Background: an optimization exercise with open tools, aiming at small area. Do not read the settings as production practice.
The RTL was checked by simulation tests, not by an equivalence proof against the original design.
No activity file was given, so power comes from the tool's default toggle rates.

==> config.mk <==
export PLATFORM = sky130hd
export DESIGN_NAME = ws_systolic_array
export DESIGN_NICKNAME = ws_systolic_array
export VERILOG_FILES = /design/flow/design.v
export SDC_FILE = /design/flow/constraint.sdc
export NUM_CORES = 4
export LEC_CHECK = 0
export CAP_MARGIN = 20
export CORE_MARGIN = 2
export CORE_UTILIZATION = 40
export SLEW_MARGIN = 20
export SYNTH_HIERARCHICAL = 1
export SYNTH_MINIMUM_KEEP_SIZE = 0
==> constraint.sdc <==
create_clock -name core_clock -period 7.5 [get_ports {clk}]
set_input_delay 1.5000 -clock core_clock [delete_from_list [all_inputs] [get_ports {clk}]]
set_output_delay 1.5000 -clock core_clock [all_outputs]
set_load 0.01 [all_outputs]
==> design.v <==
module fa_cell (
    input   a,
    input   b,
    input   c,
    output  s,
    output  co
);
    assign s  = a ^ b ^ c;
    assign co = (a & b) | (a & c) | (b & c);
endmodule
module processing_element # (
    parameter DATA_WIDTH = 8
)
(
    input       [4*DATA_WIDTH-1 : 0]    i_fmap  ,    
    input       [4*DATA_WIDTH-1 : 0]    i_weight,    
    input                   [3 : 0]     i_en    ,    
    input                               i_clr   ,    
    output      [2*DATA_WIDTH-1 : 0]    o_sum
);
    wire [255:0] pp;
    wire [31:0]  fg = i_fmap & {{8{i_en[3]}}, {8{i_en[2]}}, {8{i_en[1]}}, {8{i_en[0]}}};
    genvar gr, gi, gj;
    generate for (gr = 0; gr < 4; gr = gr + 1) begin : g_r
        for (gi = 0; gi < 8; gi = gi + 1) begin : g_i
            for (gj = 0; gj < 8; gj = gj + 1) begin : g_j
                assign pp[gr*64 + gi*8 + gj] = ~(fg[gr*8 + gi] & i_weight[gr*8 + gj]);
            end
        end
    end endgenerate
    wire t0;
    wire t1;
    fa_cell u2 (.a(pp[0]), .b(pp[64]), .c(pp[128]), .s(t0), .co(t1));
    wire t3;
    wire t4;
    assign t3 = t0 ^ pp[192];
    assign t4 = t0 | pp[192];
    wire t5;
    wire t6;
    fa_cell u7 (.a(pp[1]), .b(pp[8]), .c(pp[65]), .s(t5), .co(t6));
    wire t8;
    wire t9;
    fa_cell u10 (.a(pp[72]), .b(pp[129]), .c(pp[136]), .s(t8), .co(t9));
    wire t11;
    wire t12;
    fa_cell u13 (.a(t1), .b(t5), .c(t8), .s(t11), .co(t12));
    wire t14;
    wire t15;
    fa_cell u16 (.a(t11), .b(pp[193]), .c(pp[200]), .s(t14), .co(t15));
    wire t17;
    wire t18;
    assign t17 = t4 ^ t14;
    assign t18 = t4 | t14;
    wire t19;
    wire t20;
    fa_cell u21 (.a(pp[2]), .b(pp[9]), .c(pp[16]), .s(t19), .co(t20));
    wire t22;
    wire t23;
    fa_cell u24 (.a(pp[66]), .b(pp[73]), .c(pp[80]), .s(t22), .co(t23));
    wire t25;
    wire t26;
    fa_cell u27 (.a(pp[130]), .b(pp[137]), .c(pp[144]), .s(t25), .co(t26));
    wire t28;
    wire t29;
    fa_cell u30 (.a(t6), .b(t9), .c(t19), .s(t28), .co(t29));
    wire t31;
    wire t32;
    fa_cell u33 (.a(t22), .b(t25), .c(t12), .s(t31), .co(t32));
    wire t34;
    wire t35;
    fa_cell u36 (.a(t28), .b(pp[194]), .c(pp[201]), .s(t34), .co(t35));
    wire t37;
    wire t38;
    fa_cell u39 (.a(pp[208]), .b(t31), .c(t15), .s(t37), .co(t38));
    wire t40;
    wire t41;
    fa_cell u42 (.a(t34), .b(t18), .c(t37), .s(t40), .co(t41));
    wire t43;
    wire t44;
    fa_cell u45 (.a(pp[3]), .b(pp[10]), .c(pp[17]), .s(t43), .co(t44));
    wire t46;
    wire t47;
    fa_cell u48 (.a(pp[24]), .b(pp[67]), .c(pp[74]), .s(t46), .co(t47));
    wire t49;
    wire t50;
    fa_cell u51 (.a(pp[81]), .b(pp[88]), .c(pp[131]), .s(t49), .co(t50));
    wire t52;
    wire t53;
    fa_cell u54 (.a(pp[138]), .b(pp[145]), .c(pp[152]), .s(t52), .co(t53));
    wire t55;
    wire t56;
    fa_cell u57 (.a(t20), .b(t23), .c(t26), .s(t55), .co(t56));
    wire t58;
    wire t59;
    fa_cell u60 (.a(t43), .b(t46), .c(t49), .s(t58), .co(t59));
    wire t61;
    wire t62;
    fa_cell u63 (.a(t52), .b(t29), .c(t55), .s(t61), .co(t62));
    wire t64;
    wire t65;
    fa_cell u66 (.a(t58), .b(pp[195]), .c(pp[202]), .s(t64), .co(t65));
    wire t67;
    wire t68;
    fa_cell u69 (.a(pp[209]), .b(pp[216]), .c(t32), .s(t67), .co(t68));
    wire t70;
    wire t71;
    fa_cell u72 (.a(t61), .b(t35), .c(t64), .s(t70), .co(t71));
    wire t73;
    wire t74;
    fa_cell u75 (.a(t67), .b(t38), .c(t70), .s(t73), .co(t74));
    wire t76;
    wire t77;
    assign t76 = t41 ^ t73;
    assign t77 = t41 | t73;
    wire t78;
    wire t79;
    fa_cell u80 (.a(pp[4]), .b(pp[11]), .c(pp[18]), .s(t78), .co(t79));
    wire t81;
    wire t82;
    fa_cell u83 (.a(pp[25]), .b(pp[32]), .c(pp[68]), .s(t81), .co(t82));
    wire t84;
    wire t85;
    fa_cell u86 (.a(pp[75]), .b(pp[82]), .c(pp[89]), .s(t84), .co(t85));
    wire t87;
    wire t88;
    fa_cell u89 (.a(pp[96]), .b(pp[132]), .c(pp[139]), .s(t87), .co(t88));
    wire t90;
    wire t91;
    fa_cell u92 (.a(pp[146]), .b(pp[153]), .c(pp[160]), .s(t90), .co(t91));
    wire t93;
    wire t94;
    fa_cell u95 (.a(t44), .b(t47), .c(t50), .s(t93), .co(t94));
    wire t96;
    wire t97;
    fa_cell u98 (.a(t53), .b(t78), .c(t81), .s(t96), .co(t97));
    wire t99;
    wire t100;
    fa_cell u101 (.a(t84), .b(t87), .c(t90), .s(t99), .co(t100));
    wire t102;
    wire t103;
    fa_cell u104 (.a(t56), .b(t59), .c(t93), .s(t102), .co(t103));
    wire t105;
    wire t106;
    fa_cell u107 (.a(t96), .b(t99), .c(pp[196]), .s(t105), .co(t106));
    wire t108;
    wire t109;
    fa_cell u110 (.a(pp[203]), .b(pp[210]), .c(pp[217]), .s(t108), .co(t109));
    wire t111;
    wire t112;
    fa_cell u113 (.a(pp[224]), .b(t62), .c(t102), .s(t111), .co(t112));
    wire t114;
    wire t115;
    fa_cell u116 (.a(t65), .b(t68), .c(t105), .s(t114), .co(t115));
    wire t117;
    wire t118;
    fa_cell u119 (.a(t108), .b(t111), .c(t71), .s(t117), .co(t118));
    wire t120;
    wire t121;
    fa_cell u122 (.a(t114), .b(t74), .c(t117), .s(t120), .co(t121));
    wire t123;
    wire t124;
    assign t123 = t77 ^ t120;
    assign t124 = t77 | t120;
    wire t125;
    wire t126;
    fa_cell u127 (.a(pp[5]), .b(pp[12]), .c(pp[19]), .s(t125), .co(t126));
    wire t128;
    wire t129;
    fa_cell u130 (.a(pp[26]), .b(pp[33]), .c(pp[40]), .s(t128), .co(t129));
    wire t131;
    wire t132;
    fa_cell u133 (.a(pp[69]), .b(pp[76]), .c(pp[83]), .s(t131), .co(t132));
    wire t134;
    wire t135;
    fa_cell u136 (.a(pp[90]), .b(pp[97]), .c(pp[104]), .s(t134), .co(t135));
    wire t137;
    wire t138;
    fa_cell u139 (.a(pp[133]), .b(pp[140]), .c(pp[147]), .s(t137), .co(t138));
    wire t140;
    wire t141;
    fa_cell u142 (.a(pp[154]), .b(pp[161]), .c(pp[168]), .s(t140), .co(t141));
    wire t143;
    wire t144;
    fa_cell u145 (.a(t79), .b(t82), .c(t85), .s(t143), .co(t144));
    wire t146;
    wire t147;
    fa_cell u148 (.a(t88), .b(t91), .c(t125), .s(t146), .co(t147));
    wire t149;
    wire t150;
    fa_cell u151 (.a(t128), .b(t131), .c(t134), .s(t149), .co(t150));
    wire t152;
    wire t153;
    fa_cell u154 (.a(t137), .b(t140), .c(t94), .s(t152), .co(t153));
    wire t155;
    wire t156;
    fa_cell u157 (.a(t97), .b(t100), .c(t143), .s(t155), .co(t156));
    wire t158;
    wire t159;
    fa_cell u160 (.a(t146), .b(t149), .c(pp[197]), .s(t158), .co(t159));
    wire t161;
    wire t162;
    fa_cell u163 (.a(pp[204]), .b(pp[211]), .c(pp[218]), .s(t161), .co(t162));
    wire t164;
    wire t165;
    fa_cell u166 (.a(pp[225]), .b(pp[232]), .c(t103), .s(t164), .co(t165));
    wire t167;
    wire t168;
    fa_cell u169 (.a(t152), .b(t155), .c(t106), .s(t167), .co(t168));
    wire t170;
    wire t171;
    fa_cell u172 (.a(t109), .b(t158), .c(t161), .s(t170), .co(t171));
    wire t173;
    wire t174;
    fa_cell u175 (.a(t112), .b(t164), .c(t115), .s(t173), .co(t174));
    wire t176;
    wire t177;
    fa_cell u178 (.a(t167), .b(t170), .c(t118), .s(t176), .co(t177));
    wire t179;
    wire t180;
    fa_cell u181 (.a(t173), .b(t121), .c(t176), .s(t179), .co(t180));
    wire t182;
    wire t183;
    assign t182 = t124 ^ t179;
    assign t183 = t124 | t179;
    wire t184;
    wire t185;
    fa_cell u186 (.a(pp[6]), .b(pp[13]), .c(pp[20]), .s(t184), .co(t185));
    wire t187;
    wire t188;
    fa_cell u189 (.a(pp[27]), .b(pp[34]), .c(pp[41]), .s(t187), .co(t188));
    wire t190;
    wire t191;
    fa_cell u192 (.a(pp[48]), .b(pp[70]), .c(pp[77]), .s(t190), .co(t191));
    wire t193;
    wire t194;
    fa_cell u195 (.a(pp[84]), .b(pp[91]), .c(pp[98]), .s(t193), .co(t194));
    wire t196;
    wire t197;
    fa_cell u198 (.a(pp[105]), .b(pp[112]), .c(pp[134]), .s(t196), .co(t197));
    wire t199;
    wire t200;
    fa_cell u201 (.a(pp[141]), .b(pp[148]), .c(pp[155]), .s(t199), .co(t200));
    wire t202;
    wire t203;
    fa_cell u204 (.a(pp[162]), .b(pp[169]), .c(pp[176]), .s(t202), .co(t203));
    wire t205;
    wire t206;
    fa_cell u207 (.a(t126), .b(t129), .c(t132), .s(t205), .co(t206));
    wire t208;
    wire t209;
    fa_cell u210 (.a(t135), .b(t138), .c(t141), .s(t208), .co(t209));
    wire t211;
    wire t212;
    fa_cell u213 (.a(t184), .b(t187), .c(t190), .s(t211), .co(t212));
    wire t214;
    wire t215;
    fa_cell u216 (.a(t193), .b(t196), .c(t199), .s(t214), .co(t215));
    wire t217;
    wire t218;
    fa_cell u219 (.a(t202), .b(t144), .c(t147), .s(t217), .co(t218));
    wire t220;
    wire t221;
    fa_cell u222 (.a(t150), .b(t205), .c(t208), .s(t220), .co(t221));
    wire t223;
    wire t224;
    fa_cell u225 (.a(t211), .b(t214), .c(pp[198]), .s(t223), .co(t224));
    wire t226;
    wire t227;
    fa_cell u228 (.a(pp[205]), .b(pp[212]), .c(pp[219]), .s(t226), .co(t227));
    wire t229;
    wire t230;
    fa_cell u231 (.a(pp[226]), .b(pp[233]), .c(pp[240]), .s(t229), .co(t230));
    wire t232;
    wire t233;
    fa_cell u234 (.a(t153), .b(t156), .c(t217), .s(t232), .co(t233));
    wire t235;
    wire t236;
    fa_cell u237 (.a(t220), .b(t159), .c(t162), .s(t235), .co(t236));
    wire t238;
    wire t239;
    fa_cell u240 (.a(t165), .b(t223), .c(t226), .s(t238), .co(t239));
    wire t241;
    wire t242;
    fa_cell u243 (.a(t229), .b(t232), .c(t168), .s(t241), .co(t242));
    wire t244;
    wire t245;
    fa_cell u246 (.a(t171), .b(t235), .c(t238), .s(t244), .co(t245));
    wire t247;
    wire t248;
    fa_cell u249 (.a(t174), .b(t241), .c(t244), .s(t247), .co(t248));
    wire t250;
    wire t251;
    fa_cell u252 (.a(t177), .b(t247), .c(t180), .s(t250), .co(t251));
    wire t253;
    wire t254;
    assign t253 = t183 ^ t250;
    assign t254 = t183 | t250;
    wire t255;
    wire t256;
    fa_cell u257 (.a(pp[7]), .b(pp[14]), .c(pp[21]), .s(t255), .co(t256));
    wire t258;
    wire t259;
    fa_cell u260 (.a(pp[28]), .b(pp[35]), .c(pp[42]), .s(t258), .co(t259));
    wire t261;
    wire t262;
    fa_cell u263 (.a(pp[49]), .b(pp[56]), .c(pp[71]), .s(t261), .co(t262));
    wire t264;
    wire t265;
    fa_cell u266 (.a(pp[78]), .b(pp[85]), .c(pp[92]), .s(t264), .co(t265));
    wire t267;
    wire t268;
    fa_cell u269 (.a(pp[99]), .b(pp[106]), .c(pp[113]), .s(t267), .co(t268));
    wire t270;
    wire t271;
    fa_cell u272 (.a(pp[120]), .b(pp[135]), .c(pp[142]), .s(t270), .co(t271));
    wire t273;
    wire t274;
    fa_cell u275 (.a(pp[149]), .b(pp[156]), .c(pp[163]), .s(t273), .co(t274));
    wire t276;
    wire t277;
    fa_cell u278 (.a(pp[170]), .b(pp[177]), .c(pp[184]), .s(t276), .co(t277));
    wire t279;
    wire t280;
    fa_cell u281 (.a(t185), .b(t188), .c(t191), .s(t279), .co(t280));
    wire t282;
    wire t283;
    fa_cell u284 (.a(t194), .b(t197), .c(t200), .s(t282), .co(t283));
    wire t285;
    wire t286;
    fa_cell u287 (.a(t203), .b(t255), .c(t258), .s(t285), .co(t286));
    wire t288;
    wire t289;
    fa_cell u290 (.a(t261), .b(t264), .c(t267), .s(t288), .co(t289));
    wire t291;
    wire t292;
    fa_cell u293 (.a(t270), .b(t273), .c(t276), .s(t291), .co(t292));
    wire t294;
    wire t295;
    fa_cell u296 (.a(t206), .b(t209), .c(t212), .s(t294), .co(t295));
    wire t297;
    wire t298;
    fa_cell u299 (.a(t215), .b(t279), .c(t282), .s(t297), .co(t298));
    wire t300;
    wire t301;
    fa_cell u302 (.a(t285), .b(t288), .c(t291), .s(t300), .co(t301));
    wire t303;
    wire t304;
    fa_cell u305 (.a(pp[199]), .b(pp[206]), .c(pp[213]), .s(t303), .co(t304));
    wire t306;
    wire t307;
    fa_cell u308 (.a(pp[220]), .b(pp[227]), .c(pp[234]), .s(t306), .co(t307));
    wire t309;
    wire t310;
    fa_cell u311 (.a(pp[241]), .b(pp[248]), .c(t218), .s(t309), .co(t310));
    wire t312;
    wire t313;
    fa_cell u314 (.a(t221), .b(t294), .c(t297), .s(t312), .co(t313));
    wire t315;
    wire t316;
    fa_cell u317 (.a(t300), .b(t224), .c(t227), .s(t315), .co(t316));
    wire t318;
    wire t319;
    fa_cell u320 (.a(t230), .b(t303), .c(t306), .s(t318), .co(t319));
    wire t321;
    wire t322;
    fa_cell u323 (.a(t233), .b(t309), .c(t312), .s(t321), .co(t322));
    wire t324;
    wire t325;
    fa_cell u326 (.a(t236), .b(t239), .c(t315), .s(t324), .co(t325));
    wire t327;
    wire t328;
    fa_cell u329 (.a(t318), .b(t321), .c(t242), .s(t327), .co(t328));
    wire t330;
    wire t331;
    fa_cell u332 (.a(t245), .b(t324), .c(t327), .s(t330), .co(t331));
    wire t333;
    wire t334;
    fa_cell u335 (.a(t248), .b(t330), .c(t251), .s(t333), .co(t334));
    wire t336;
    wire t337;
    assign t336 = t254 ^ t333;
    assign t337 = t254 | t333;
    wire t338;
    wire t339;
    fa_cell u340 (.a(pp[15]), .b(pp[22]), .c(pp[29]), .s(t338), .co(t339));
    wire t341;
    wire t342;
    fa_cell u343 (.a(pp[36]), .b(pp[43]), .c(pp[50]), .s(t341), .co(t342));
    wire t344;
    wire t345;
    fa_cell u346 (.a(pp[57]), .b(pp[79]), .c(pp[86]), .s(t344), .co(t345));
    wire t347;
    wire t348;
    fa_cell u349 (.a(pp[93]), .b(pp[100]), .c(pp[107]), .s(t347), .co(t348));
    wire t350;
    wire t351;
    fa_cell u352 (.a(pp[114]), .b(pp[121]), .c(pp[143]), .s(t350), .co(t351));
    wire t353;
    wire t354;
    fa_cell u355 (.a(pp[150]), .b(pp[157]), .c(pp[164]), .s(t353), .co(t354));
    wire t356;
    wire t357;
    fa_cell u358 (.a(pp[171]), .b(pp[178]), .c(pp[185]), .s(t356), .co(t357));
    wire t359;
    wire t360;
    fa_cell u361 (.a(t256), .b(t259), .c(t262), .s(t359), .co(t360));
    wire t362;
    wire t363;
    fa_cell u364 (.a(t265), .b(t268), .c(t271), .s(t362), .co(t363));
    wire t365;
    wire t366;
    fa_cell u367 (.a(t274), .b(t277), .c(t338), .s(t365), .co(t366));
    wire t368;
    wire t369;
    fa_cell u370 (.a(t341), .b(t344), .c(t347), .s(t368), .co(t369));
    wire t371;
    wire t372;
    fa_cell u373 (.a(t350), .b(t353), .c(t356), .s(t371), .co(t372));
    wire t374;
    wire t375;
    fa_cell u376 (.a(t280), .b(t283), .c(t286), .s(t374), .co(t375));
    wire t377;
    wire t378;
    fa_cell u379 (.a(t289), .b(t292), .c(t359), .s(t377), .co(t378));
    wire t380;
    wire t381;
    fa_cell u382 (.a(t362), .b(t365), .c(t368), .s(t380), .co(t381));
    wire t383;
    wire t384;
    fa_cell u385 (.a(t371), .b(pp[207]), .c(pp[214]), .s(t383), .co(t384));
    wire t386;
    wire t387;
    fa_cell u388 (.a(pp[221]), .b(pp[228]), .c(pp[235]), .s(t386), .co(t387));
    wire t389;
    wire t390;
    fa_cell u391 (.a(pp[242]), .b(pp[249]), .c(t295), .s(t389), .co(t390));
    wire t392;
    wire t393;
    fa_cell u394 (.a(t298), .b(t301), .c(t374), .s(t392), .co(t393));
    wire t395;
    wire t396;
    fa_cell u397 (.a(t377), .b(t380), .c(t304), .s(t395), .co(t396));
    wire t398;
    wire t399;
    fa_cell u400 (.a(t307), .b(t310), .c(t383), .s(t398), .co(t399));
    wire t401;
    wire t402;
    fa_cell u403 (.a(t386), .b(t313), .c(t389), .s(t401), .co(t402));
    wire t404;
    wire t405;
    fa_cell u406 (.a(t392), .b(t316), .c(t319), .s(t404), .co(t405));
    wire t407;
    wire t408;
    fa_cell u409 (.a(t395), .b(t398), .c(t322), .s(t407), .co(t408));
    wire t410;
    wire t411;
    fa_cell u412 (.a(t401), .b(t325), .c(t404), .s(t410), .co(t411));
    wire t413;
    wire t414;
    fa_cell u415 (.a(t407), .b(t328), .c(t410), .s(t413), .co(t414));
    wire t416;
    wire t417;
    fa_cell u418 (.a(t331), .b(t413), .c(t334), .s(t416), .co(t417));
    wire t419;
    wire t420;
    assign t419 = t337 ^ t416;
    assign t420 = t337 | t416;
    wire t421;
    wire t422;
    fa_cell u423 (.a(pp[23]), .b(pp[30]), .c(pp[37]), .s(t421), .co(t422));
    wire t424;
    wire t425;
    fa_cell u426 (.a(pp[44]), .b(pp[51]), .c(pp[58]), .s(t424), .co(t425));
    wire t427;
    wire t428;
    fa_cell u429 (.a(pp[87]), .b(pp[94]), .c(pp[101]), .s(t427), .co(t428));
    wire t430;
    wire t431;
    fa_cell u432 (.a(pp[108]), .b(pp[115]), .c(pp[122]), .s(t430), .co(t431));
    wire t433;
    wire t434;
    fa_cell u435 (.a(pp[151]), .b(pp[158]), .c(pp[165]), .s(t433), .co(t434));
    wire t436;
    wire t437;
    fa_cell u438 (.a(pp[172]), .b(pp[179]), .c(pp[186]), .s(t436), .co(t437));
    wire t439;
    wire t440;
    fa_cell u441 (.a(t339), .b(t342), .c(t345), .s(t439), .co(t440));
    wire t442;
    wire t443;
    fa_cell u444 (.a(t348), .b(t351), .c(t354), .s(t442), .co(t443));
    wire t445;
    wire t446;
    fa_cell u447 (.a(t357), .b(t421), .c(t424), .s(t445), .co(t446));
    wire t448;
    wire t449;
    fa_cell u450 (.a(t427), .b(t430), .c(t433), .s(t448), .co(t449));
    wire t451;
    wire t452;
    fa_cell u453 (.a(t436), .b(t360), .c(t363), .s(t451), .co(t452));
    wire t454;
    wire t455;
    fa_cell u456 (.a(t366), .b(t369), .c(t372), .s(t454), .co(t455));
    wire t457;
    wire t458;
    fa_cell u459 (.a(t439), .b(t442), .c(t445), .s(t457), .co(t458));
    wire t460;
    wire t461;
    fa_cell u462 (.a(t448), .b(pp[215]), .c(pp[222]), .s(t460), .co(t461));
    wire t463;
    wire t464;
    fa_cell u465 (.a(pp[229]), .b(pp[236]), .c(pp[243]), .s(t463), .co(t464));
    wire t466;
    wire t467;
    fa_cell u468 (.a(pp[250]), .b(t375), .c(t378), .s(t466), .co(t467));
    wire t469;
    wire t470;
    fa_cell u471 (.a(t451), .b(t381), .c(t454), .s(t469), .co(t470));
    wire t472;
    wire t473;
    fa_cell u474 (.a(t457), .b(t384), .c(t387), .s(t472), .co(t473));
    wire t475;
    wire t476;
    fa_cell u477 (.a(t390), .b(t460), .c(t463), .s(t475), .co(t476));
    wire t478;
    wire t479;
    fa_cell u480 (.a(t393), .b(t466), .c(t469), .s(t478), .co(t479));
    wire t481;
    wire t482;
    fa_cell u483 (.a(t396), .b(t399), .c(t472), .s(t481), .co(t482));
    wire t484;
    wire t485;
    fa_cell u486 (.a(t402), .b(t475), .c(t478), .s(t484), .co(t485));
    wire t487;
    wire t488;
    fa_cell u489 (.a(t405), .b(t481), .c(t408), .s(t487), .co(t488));
    wire t490;
    wire t491;
    fa_cell u492 (.a(t484), .b(t411), .c(t487), .s(t490), .co(t491));
    wire t493;
    wire t494;
    fa_cell u495 (.a(t414), .b(t490), .c(t417), .s(t493), .co(t494));
    wire t496;
    wire t497;
    assign t496 = t420 ^ t493;
    assign t497 = t420 | t493;
    wire t498;
    wire t499;
    fa_cell u500 (.a(pp[31]), .b(pp[38]), .c(pp[45]), .s(t498), .co(t499));
    wire t501;
    wire t502;
    fa_cell u503 (.a(pp[52]), .b(pp[59]), .c(pp[95]), .s(t501), .co(t502));
    wire t504;
    wire t505;
    fa_cell u506 (.a(pp[102]), .b(pp[109]), .c(pp[116]), .s(t504), .co(t505));
    wire t507;
    wire t508;
    fa_cell u509 (.a(pp[123]), .b(pp[159]), .c(pp[166]), .s(t507), .co(t508));
    wire t510;
    wire t511;
    fa_cell u512 (.a(pp[173]), .b(pp[180]), .c(pp[187]), .s(t510), .co(t511));
    wire t513;
    wire t514;
    fa_cell u515 (.a(t422), .b(t425), .c(t428), .s(t513), .co(t514));
    wire t516;
    wire t517;
    fa_cell u518 (.a(t431), .b(t434), .c(t437), .s(t516), .co(t517));
    wire t519;
    wire t520;
    fa_cell u521 (.a(t498), .b(t501), .c(t504), .s(t519), .co(t520));
    wire t522;
    wire t523;
    fa_cell u524 (.a(t507), .b(t510), .c(t440), .s(t522), .co(t523));
    wire t525;
    wire t526;
    fa_cell u527 (.a(t443), .b(t446), .c(t449), .s(t525), .co(t526));
    wire t528;
    wire t529;
    fa_cell u530 (.a(t513), .b(t516), .c(t519), .s(t528), .co(t529));
    wire t531;
    wire t532;
    fa_cell u533 (.a(pp[223]), .b(pp[230]), .c(pp[237]), .s(t531), .co(t532));
    wire t534;
    wire t535;
    fa_cell u536 (.a(pp[244]), .b(pp[251]), .c(t452), .s(t534), .co(t535));
    wire t537;
    wire t538;
    fa_cell u539 (.a(t455), .b(t522), .c(t458), .s(t537), .co(t538));
    wire t540;
    wire t541;
    fa_cell u542 (.a(t525), .b(t528), .c(t461), .s(t540), .co(t541));
    wire t543;
    wire t544;
    fa_cell u545 (.a(t464), .b(t467), .c(t531), .s(t543), .co(t544));
    wire t546;
    wire t547;
    fa_cell u548 (.a(t534), .b(t470), .c(t537), .s(t546), .co(t547));
    wire t549;
    wire t550;
    fa_cell u551 (.a(t473), .b(t476), .c(t540), .s(t549), .co(t550));
    wire t552;
    wire t553;
    fa_cell u554 (.a(t543), .b(t479), .c(t546), .s(t552), .co(t553));
    wire t555;
    wire t556;
    fa_cell u557 (.a(t482), .b(t549), .c(t485), .s(t555), .co(t556));
    wire t558;
    wire t559;
    fa_cell u560 (.a(t552), .b(t488), .c(t555), .s(t558), .co(t559));
    wire t561;
    wire t562;
    fa_cell u563 (.a(t491), .b(t558), .c(t494), .s(t561), .co(t562));
    wire t564;
    wire t565;
    assign t564 = t497 ^ t561;
    assign t565 = t497 | t561;
    wire t566;
    wire t567;
    fa_cell u568 (.a(pp[39]), .b(pp[46]), .c(pp[53]), .s(t566), .co(t567));
    wire t569;
    wire t570;
    fa_cell u571 (.a(pp[60]), .b(pp[103]), .c(pp[110]), .s(t569), .co(t570));
    wire t572;
    wire t573;
    fa_cell u574 (.a(pp[117]), .b(pp[124]), .c(pp[167]), .s(t572), .co(t573));
    wire t575;
    wire t576;
    fa_cell u577 (.a(pp[174]), .b(pp[181]), .c(pp[188]), .s(t575), .co(t576));
    wire t578;
    wire t579;
    fa_cell u580 (.a(t499), .b(t502), .c(t505), .s(t578), .co(t579));
    wire t581;
    wire t582;
    fa_cell u583 (.a(t508), .b(t511), .c(t566), .s(t581), .co(t582));
    wire t584;
    wire t585;
    fa_cell u586 (.a(t569), .b(t572), .c(t575), .s(t584), .co(t585));
    wire t587;
    wire t588;
    fa_cell u589 (.a(t514), .b(t517), .c(t520), .s(t587), .co(t588));
    wire t590;
    wire t591;
    fa_cell u592 (.a(t578), .b(t581), .c(t584), .s(t590), .co(t591));
    wire t593;
    wire t594;
    fa_cell u595 (.a(pp[231]), .b(pp[238]), .c(pp[245]), .s(t593), .co(t594));
    wire t596;
    wire t597;
    fa_cell u598 (.a(pp[252]), .b(t523), .c(t526), .s(t596), .co(t597));
    wire t599;
    wire t600;
    fa_cell u601 (.a(t529), .b(t587), .c(t590), .s(t599), .co(t600));
    wire t602;
    wire t603;
    fa_cell u604 (.a(t532), .b(t535), .c(t593), .s(t602), .co(t603));
    wire t605;
    wire t606;
    fa_cell u607 (.a(t538), .b(t596), .c(t599), .s(t605), .co(t606));
    wire t608;
    wire t609;
    fa_cell u610 (.a(t541), .b(t544), .c(t602), .s(t608), .co(t609));
    wire t611;
    wire t612;
    fa_cell u613 (.a(t547), .b(t605), .c(t550), .s(t611), .co(t612));
    wire t614;
    wire t615;
    fa_cell u616 (.a(t608), .b(t553), .c(t611), .s(t614), .co(t615));
    wire t617;
    wire t618;
    fa_cell u619 (.a(t556), .b(t614), .c(t559), .s(t617), .co(t618));
    wire t620;
    wire t621;
    fa_cell u622 (.a(t617), .b(t562), .c(t565), .s(t620), .co(t621));
    wire t623;
    wire t624;
    fa_cell u625 (.a(pp[47]), .b(pp[54]), .c(pp[61]), .s(t623), .co(t624));
    wire t626;
    wire t627;
    fa_cell u628 (.a(pp[111]), .b(pp[118]), .c(pp[125]), .s(t626), .co(t627));
    wire t629;
    wire t630;
    fa_cell u631 (.a(pp[175]), .b(pp[182]), .c(pp[189]), .s(t629), .co(t630));
    wire t632;
    wire t633;
    fa_cell u634 (.a(t567), .b(t570), .c(t573), .s(t632), .co(t633));
    wire t635;
    wire t636;
    fa_cell u637 (.a(t576), .b(t623), .c(t626), .s(t635), .co(t636));
    wire t638;
    wire t639;
    fa_cell u640 (.a(t629), .b(t579), .c(t582), .s(t638), .co(t639));
    wire t641;
    wire t642;
    fa_cell u643 (.a(t585), .b(t632), .c(t635), .s(t641), .co(t642));
    wire t644;
    wire t645;
    fa_cell u646 (.a(pp[239]), .b(pp[246]), .c(pp[253]), .s(t644), .co(t645));
    wire t647;
    wire t648;
    fa_cell u649 (.a(t588), .b(t591), .c(t638), .s(t647), .co(t648));
    wire t650;
    wire t651;
    fa_cell u652 (.a(t641), .b(t594), .c(t597), .s(t650), .co(t651));
    wire t653;
    wire t654;
    fa_cell u655 (.a(t644), .b(t600), .c(t647), .s(t653), .co(t654));
    wire t656;
    wire t657;
    fa_cell u658 (.a(t603), .b(t650), .c(t606), .s(t656), .co(t657));
    wire t659;
    wire t660;
    fa_cell u661 (.a(t653), .b(t609), .c(t656), .s(t659), .co(t660));
    wire t662;
    wire t663;
    fa_cell u664 (.a(t612), .b(t659), .c(t615), .s(t662), .co(t663));
    wire t665;
    wire t666;
    fa_cell u667 (.a(t662), .b(t618), .c(t621), .s(t665), .co(t666));
    wire t668;
    wire t669;
    fa_cell u670 (.a(pp[55]), .b(pp[62]), .c(pp[119]), .s(t668), .co(t669));
    wire t671;
    wire t672;
    fa_cell u673 (.a(pp[126]), .b(pp[183]), .c(pp[190]), .s(t671), .co(t672));
    wire t674;
    wire t675;
    fa_cell u676 (.a(t624), .b(t627), .c(t630), .s(t674), .co(t675));
    wire t677;
    wire t678;
    fa_cell u679 (.a(t668), .b(t671), .c(t633), .s(t677), .co(t678));
    wire t680;
    wire t681;
    fa_cell u682 (.a(t636), .b(t674), .c(pp[247]), .s(t680), .co(t681));
    wire t683;
    wire t684;
    fa_cell u685 (.a(pp[254]), .b(t639), .c(t677), .s(t683), .co(t684));
    wire t686;
    wire t687;
    fa_cell u688 (.a(t642), .b(t645), .c(t680), .s(t686), .co(t687));
    wire t689;
    wire t690;
    fa_cell u691 (.a(t648), .b(t683), .c(t651), .s(t689), .co(t690));
    wire t692;
    wire t693;
    fa_cell u694 (.a(t686), .b(t654), .c(t689), .s(t692), .co(t693));
    wire t695;
    wire t696;
    fa_cell u697 (.a(t657), .b(t692), .c(t660), .s(t695), .co(t696));
    wire t698;
    wire t699;
    fa_cell u700 (.a(t695), .b(t663), .c(t666), .s(t698), .co(t699));
    wire t701;
    wire t702;
    fa_cell u703 (.a(pp[63]), .b(pp[127]), .c(pp[191]), .s(t701), .co(t702));
    wire t704;
    wire t705;
    fa_cell u706 (.a(t669), .b(t672), .c(t701), .s(t704), .co(t705));
    wire t707;
    wire t708;
    fa_cell u709 (.a(t675), .b(t704), .c(pp[255]), .s(t707), .co(t708));
    wire t710;
    wire t711;
    fa_cell u712 (.a(t678), .b(t681), .c(t684), .s(t710), .co(t711));
    wire t713;
    wire t714;
    fa_cell u715 (.a(t707), .b(t687), .c(t710), .s(t713), .co(t714));
    wire t716;
    wire t717;
    fa_cell u718 (.a(t690), .b(t713), .c(t693), .s(t716), .co(t717));
    wire t719;
    wire t720;
    fa_cell u721 (.a(t716), .b(t696), .c(t699), .s(t719), .co(t720));
    wire t722;
    assign t722 = t702 ^ t705;
    wire t723;
    assign t723 = t722 ^ t708;
    wire t724;
    assign t724 = t723 ^ t711;
    wire t725;
    assign t725 = t724 ^ t714;
    wire t726;
    assign t726 = t725 ^ t717;
    wire t727;
    assign t727 = t726 ^ t720;
    assign o_sum[0] = ~i_clr & t3;
    assign o_sum[1] = ~i_clr & t17;
    assign o_sum[2] = ~i_clr & ~t40;
    assign o_sum[3] = ~i_clr & t76;
    assign o_sum[4] = ~i_clr & t123;
    assign o_sum[5] = ~i_clr & t182;
    assign o_sum[6] = ~i_clr & t253;
    assign o_sum[7] = ~i_clr & t336;
    assign o_sum[8] = ~i_clr & t419;
    assign o_sum[9] = ~i_clr & t496;
    assign o_sum[10] = ~i_clr & t564;
    assign o_sum[11] = ~i_clr & ~t620;
    assign o_sum[12] = ~i_clr & ~t665;
    assign o_sum[13] = ~i_clr & ~t698;
    assign o_sum[14] = ~i_clr & ~t719;
    assign o_sum[15] = ~i_clr & ~t727;
endmodule
module ws_systolic_array # (
    parameter DATA_WIDTH = 8
)
(
    input                           clk         ,
    input                           rstn        ,
    input                           i_start     ,
    input       [DATA_WIDTH-1 : 0]  i_w_col_1   ,    
    input       [DATA_WIDTH-1 : 0]  i_w_col_2   ,    
    input       [DATA_WIDTH-1 : 0]  i_w_col_3   ,    
    input       [DATA_WIDTH-1 : 0]  i_w_col_4   ,    
    input       [DATA_WIDTH-1 : 0]  i_f_row_1   ,    
    input       [DATA_WIDTH-1 : 0]  i_f_row_2   ,    
    input       [DATA_WIDTH-1 : 0]  i_f_row_3   ,    
    input       [DATA_WIDTH-1 : 0]  i_f_row_4   ,    
    output    [2*DATA_WIDTH-1 : 0]  o_p_col_1   ,    
    output    [2*DATA_WIDTH-1 : 0]  o_p_col_2   ,    
    output    [2*DATA_WIDTH-1 : 0]  o_p_col_3   ,    
    output    [2*DATA_WIDTH-1 : 0]  o_p_col_4        
);
    localparam DW = DATA_WIDTH;
    reg                 r_load;
    reg     [1 : 0]     r_cnt;
    always @ (posedge clk) begin
        if (!rstn) begin
            r_load <= 1'b0;
            r_cnt  <= 2'd0;
        end else if (r_load) begin
            r_cnt  <= r_cnt + 1'b1;
            if (r_cnt == 2'd3) r_load <= 1'b0;
        end else if (i_start) begin
            r_load <= 1'b1;
        end
    end
    wire z = r_load | ~rstn;     
    reg     [2 : 0]     r_clr;
    always @ (posedge clk)
        r_clr <= {r_clr[1:0], 1'b1} & {3{~z}};
    reg     [5 : 0]     r_shf;
    always @ (posedge clk) begin
        if (!rstn)          r_shf <= 6'd0;
        else if (!r_load)   r_shf <= {r_shf[4:0], 1'b1};
    end
    reg                 r_wok;
    always @ (posedge clk) begin
        if (!rstn)          r_wok <= 1'b0;
        else if (r_load)    r_wok <= 1'b1;
    end
    reg     [DW-1 : 0]  r_w [1:4][1:4];      
    wire    [DW-1 : 0]  w_in [1:4];
    assign w_in[1] = i_w_col_1;
    assign w_in[2] = i_w_col_2;
    assign w_in[3] = i_w_col_3;
    assign w_in[4] = i_w_col_4;
    integer r, c;
    always @ (posedge clk) begin
        if (r_load) begin
            for (c = 1; c <= 4; c = c + 1) begin
                r_w[1][c] <= w_in[c];
                for (r = 2; r <= 4; r = r + 1)
                    r_w[r][c] <= r_w[r-1][c];
            end
        end
    end
    reg     [DW-1 : 0]  r_f1 [1:6];
    reg     [DW-1 : 0]  r_f2 [1:5];
    reg     [DW-1 : 0]  r_f3 [1:4];
    reg     [DW-1 : 0]  r_f4 [1:3];
    always @ (posedge clk) begin
        if (!r_load) begin
            r_f1[1] <= i_f_row_1;  r_f1[2] <= r_f1[1];  r_f1[3] <= r_f1[2];
            r_f2[1] <= i_f_row_2;  r_f2[2] <= r_f2[1];  r_f2[3] <= r_f2[2];
            r_f3[1] <= i_f_row_3;  r_f3[2] <= r_f3[1];  r_f3[3] <= r_f3[2];
            r_f4[1] <= i_f_row_4;  r_f4[2] <= r_f4[1];  r_f4[3] <= r_f4[2];
        end
        r_f1[4] <= r_f1[3];  r_f1[5] <= r_f1[4];  r_f1[6] <= r_f1[5];
        r_f2[4] <= r_f2[3];  r_f2[5] <= r_f2[4];
        r_f3[4] <= r_f3[3];
    end
    wire    [5 : 0]     shf = r_shf;
    wire    [3 : 0]     live_row;                
    assign live_row[3] = r_wok;                  
    assign live_row[2] = r_wok & r_clr[0];       
    assign live_row[1] = r_wok & r_clr[1];       
    assign live_row[0] = r_wok & r_clr[2];       
    wire    [DW-1 : 0]  tap [1:4][1:4];          
    wire    [3 : 0]     en  [1:4];               
    wire  [2*DW-1 : 0]  sum [1:4];
    assign tap[4][1] = i_f_row_4;
    assign tap[4][2] = r_f4[1];
    assign tap[4][3] = r_f4[2];
    assign tap[4][4] = r_f4[3];
    assign tap[3][1] = r_f3[1];
    assign tap[3][2] = r_f3[2];
    assign tap[3][3] = r_f3[3];
    assign tap[3][4] = r_f3[4];
    assign tap[2][1] = r_f2[2];
    assign tap[2][2] = r_f2[3];
    assign tap[2][3] = r_f2[4];
    assign tap[2][4] = r_f2[5];
    assign tap[1][1] = r_f1[3];
    assign tap[1][2] = r_f1[4];
    assign tap[1][3] = r_f1[5];
    assign tap[1][4] = r_f1[6];
    assign en[1] = live_row;
    assign en[2] = live_row & {shf[0], shf[1], shf[2], shf[3]};
    assign en[3] = live_row & {shf[1], shf[2], shf[3], shf[4]};
    assign en[4] = live_row & {shf[2], shf[3], shf[4], shf[5]};
    genvar gc;
    generate for (gc = 1; gc <= 4; gc = gc + 1) begin : g_col
        processing_element # (.DATA_WIDTH(DW)) u_mac (
            .i_fmap   ({tap[4][gc], tap[3][gc], tap[2][gc], tap[1][gc]}),
            .i_weight ({r_w[4][gc], r_w[3][gc], r_w[2][gc], r_w[1][gc]}),
            .i_en     (en[gc]),
            .i_clr    (z),
            .o_sum    (sum[gc])
        );
    end endgenerate
    reg   [2*DW-1 : 0]  r_p [1:4];
    always @ (posedge clk) begin
        for (c = 1; c <= 4; c = c + 1)
            r_p[c] <= sum[c];
    end
    assign o_p_col_1 = r_p[1];
    assign o_p_col_2 = r_p[2];
    assign o_p_col_3 = r_p[3];
    assign o_p_col_4 = r_p[4];
endmodule
==> run.sh <==
#!/bin/bash
# synth_recipe.tcl (not shown) runs the flow's synth.tcl, then flattens the netlist and writes it again
# the make line also repeats each setting of config.mk as NAME=value (left out here)
make -C /OpenROAD-flow-scripts/flow DESIGN_CONFIG=/design/flow/config.mk WORK_HOME=/design/flow/orfs CLKGATE_MAP_FILE= SYNTH_SCRIPT=/design/flow/synth_recipe.tcl finish
==> results_dict.tcl <==
set metrics [dict create \
    synth_seq_cells 349 \
    final_area_sq_um 42530 \
    drive_above_1_share 0.2230 \
    crit_required_ps 8020 \
    switching_share 0.2719 \
    syn_to_final_growth_pct 20.55 \
    power.share.clock 0.423 \
    power.leakage_nw 10.53 \
    cts_tree "built" \
    dieWidth_um 301.0 \
    post-route-period-util 1.110 \
    critPathMaxFanout 8 \
    reg2reg_slack_ps -830 \
    fin_nets 4272 \
    n_fill_cell 7807 \
    synthCells 2912 \
    gp_congestion 0.9122 \
    dieArea_sq_um 90600 \
    seqCellArea_sq_um 9240 \
    place.detailed.hpwl_mm 78.37 \
    clock_latency_ps 620 \
    grt_overflow 0 \
    grt_max_degree 88 \
    synth_top_area_frac 0.5311 \
    routed_wirelength_mm 92.70 \
    p_int_mw 3.964 \
    std_cell_rows 108 \
    critical_path_class "reg -> reg" \
    setup_viol 12 \
    slew_headroom 0.3182 \
    clk_pin_slew_ps 60 \
    layout_setup_ws_ps -826.9 \
    timing.fmax_ghz 0.1201 \
    pin_count 131 \
    power_frac_seq 0.438 \
    hold_viol 0 \
    synth_seq_area_share 0.2616 \
    fin_skew_ps 38.23 \
    max-vdd-ir-drop_mv 0.1704 \
    clock_sinks 349 \
    p_switching_mw 1.481 \
    ys_types 24 \
    core_area_sq_um 87020 \
    antenna_found_initial 0 \
    die_h_um 301.0 \
    p_per_area_nw_per_um2 128.0 \
    pre_cts_slack_ps -1397 \
    yosysTopAreaCell "fa_1" \
    drv_cap 0 \
    insertedDiodeCount 0 \
    violations "setup timing" \
    hold_class "reg -> reg" \
    io_buffers 130 \
    htreeDepth 2 \
    grtUsageTotal 0.2175 \
    critPathCaptureType "flop" \
    grt_pass1_wl_mm 149.0 \
    syn-cell-area_sq_um 35280 \
    antenna_left 0 \
    drt_iter0_drc 1428 \
    cts_buffers 45 \
    start_kind "flop" \
    place_area_sq_um 40400 \
    grt_pass1_vias 25460 \
    viasPerCell 4.979 \
    status "failed layout checks" \
    layout_min_cycle_time_ps 8327 \
    fin_cells 4419 \
    syn_nets 3956 \
    combPwrFrac 0.139 \
    worst_pin_slew_ps 1023 \
    clk_path_buf_depth 3 \
    clock_tree.root_cell "clkbuf_16" \
    synthTopCellsByArea "fa_1 53%, edfxtp_1 19%, nand2_1 11%" \
    dp.cells 4311 \
    drc 0 \
    routedWlPerCell_um 20.98 \
    crit_arrival_ps 8850 \
    rsz0062_at_grt "true" \
    synth_area_per_cell_sq_um 12.12 \
    firstDrtPassIters 7 \
    initial_core_util 0.4054 \
    vias 22000 \
    multi_input_area_sq_um 25440 \
    ys_warn_count 19 \
    drv_slew 0 \
]
==> metrics by stage <==
step	hold slack, ps	util	power (mW)	TNS [ps]
floorplan	323.0	-	2.740	-3509
global placement	331.4	0.4643	3.161	-9401
detailed placement	336.4	0.4643	3.163	-10120
CTS	350.1	0.4867	5.513	-7392
global route	366.9	0.4888	5.679	-10100
finish	349.7	0.4888	5.445	-6434
==> synth_stat cells <==
cell / count
and3_1: 13
buf_6: 1
nand2_1: 1020
buf_2: 28
nand2b_1: 1
nor2b_1: 46
ha_1: 41
buf_1: 124
edfxtp_1: 224
xnor2_2: 8
clkbuf_2: 1
fa_1: 936
nor2_1: 24
inv_1: 54
xor2_1: 1
a21boi_1: 1
clkbuf_1: 109
and2_1: 137
mux2i_1: 6
or2b_1: 1
and2b_2: 1
xnor3_1: 8
o21a_1: 2
dfxtp_1: 125
==> per-module statistics from Yosys (local to each module, per instance), a selection <==
module             copies in the design  cells inside  area (sq um)  flip-flops and latches
ws_systolic_array                     1           392          9533                     349
fa_cell                             936             1         20.02                       0
==> final timing paths <==
check | from | endpoint | cells past startpoint
max reg2reg | r_wok | r_p[4][15] | 27
min reg2reg | r_f1[5][4] | r_f1[6][4] | 0
min | r_f1[5][4] | r_f1[6][4] | 0
max | r_wok | r_p[4][15] | 27
==> cells in the final DEF, fill, tap and decap left out, types with 49 or more instances in the layout <==
| cell type | instances |
|---|---|
| dfxtp_1 | 120 |
| nand2_1 | 1002 |
| buf_4 | 371 |
| clkdlybuf4s50_1 | 130 |
| fa_2 | 137 |
| clkbuf_16 | 49 |
| edfxtp_1 | 224 |
| and2_1 | 72 |
| fa_1 | 799 |
| and2_4 | 54 |
| inv_1 | 49 |
==> sequential cells by signal (all words and copies together) (netlist names) <==
name / count
r_f2: 40
r_shf: 6
r_f1: 48
r_load: 1
r_w: 128
r_wok: 1
r_f3: 32
r_f4: 24
r_p: 64
r_cnt: 2
r_clr: 3
==> cell families after synthesis <==
group	after synthesis	synth area share
and+or+nand+nor	1243	0.1465
DFF	349	0.2616
adders and majority gates	977	0.5456
buffers and inverters	317	0.03497
AOI/OAI and AO/OA	3	0.0006383
xor gates and xnor gates	17	0.009043
muxes	6	0.001702
==> cell type report <==
type                            instances  area share
Clock buffer                           59     0.03042
Clock inverter                         24    0.006236
Inverter                               54    0.004824
Multi-Input combinational cell       2246      0.5981
Sequential cell                       349      0.2172
Tap cell                             1155     0.03398
Timing Repair Buffer                  532      0.1092
==> power by group through the flow <==
stage / logic (mW) / clock network [mW] / registers [mW]
global route: 0.844 / 2.44 / 2.40
floorplan: 0.402 / 0 / 2.34
detailed placement: 0.745 / 0 / 2.42
global placement: 0.742 / 0 / 2.42
CTS: 0.758 / 2.37 / 2.38
finish: 0.757 / 2.30 / 2.39
==> per-layer routing <==
layer	wire length, um	track usage	vias up
li1	-	-	9407
met1	38710	0.2984	11630
met2	44630	0.3575	810
met3	6443	0.03694	154
met4	2907	0.06373	0
met5	0	0	-
==> repair_timing <==
action	CTS	global route
resized for setup	134	45
hold buffers	0	0
buffers inserted	21	9
cloned	0	0
pin swaps	90	84
setup endpoints to repair	16	16
==> critical path: stages (launching register included) <==
cell	delay [ps]
dfxtp_4	380
buf_6	120
buf_6	90
and3_4	210
and2_4	220
buf_4	130
nand2_1	70
fa_2	370
fa_1	550
fa_1	450
fa_2	590
fa_1	440
fa_1	510
fa_1	450
fa_2	380
fa_2	350
fa_2	340
fa_1	430
inv_1	70
ha_2	160
inv_2	30
fa_2	330
fa_2	350
fa_2	340
fa_2	360
xnor2_2	170
xnor3_1	230
nor2_1	100

-- afterwards: timing with drivers on the ports --
The flow's constraints put no driver on any port. The routed layout listed below was extracted and timed again, unchanged, in two steps.
Step 1 sets driving cells, clkbuf_16 on the clock port and buf_2 on the other inputs (assumed; they add their load-dependent delay and slew).
Step 2 adds t to the input delays and takes it off the output delays; t is the mean of the earliest and latest rising clock arrival at the registers after step 1. Input paths then give back, and output paths get back, about the clock's delay inside the block.
Three values: ideal, step 1, step 2; two values: the first two.
t, ns: 0.661
setup WS [ns]: -0.827 / -0.827 / -1.295
latest minus earliest clock arrival (ns): 0.041 / 0.042
worst data-port slew with drivers (ns): 0.06
For this run, drivers alone change the setup slack by 0.000 ns; drivers and shift together by -0.468 ns.
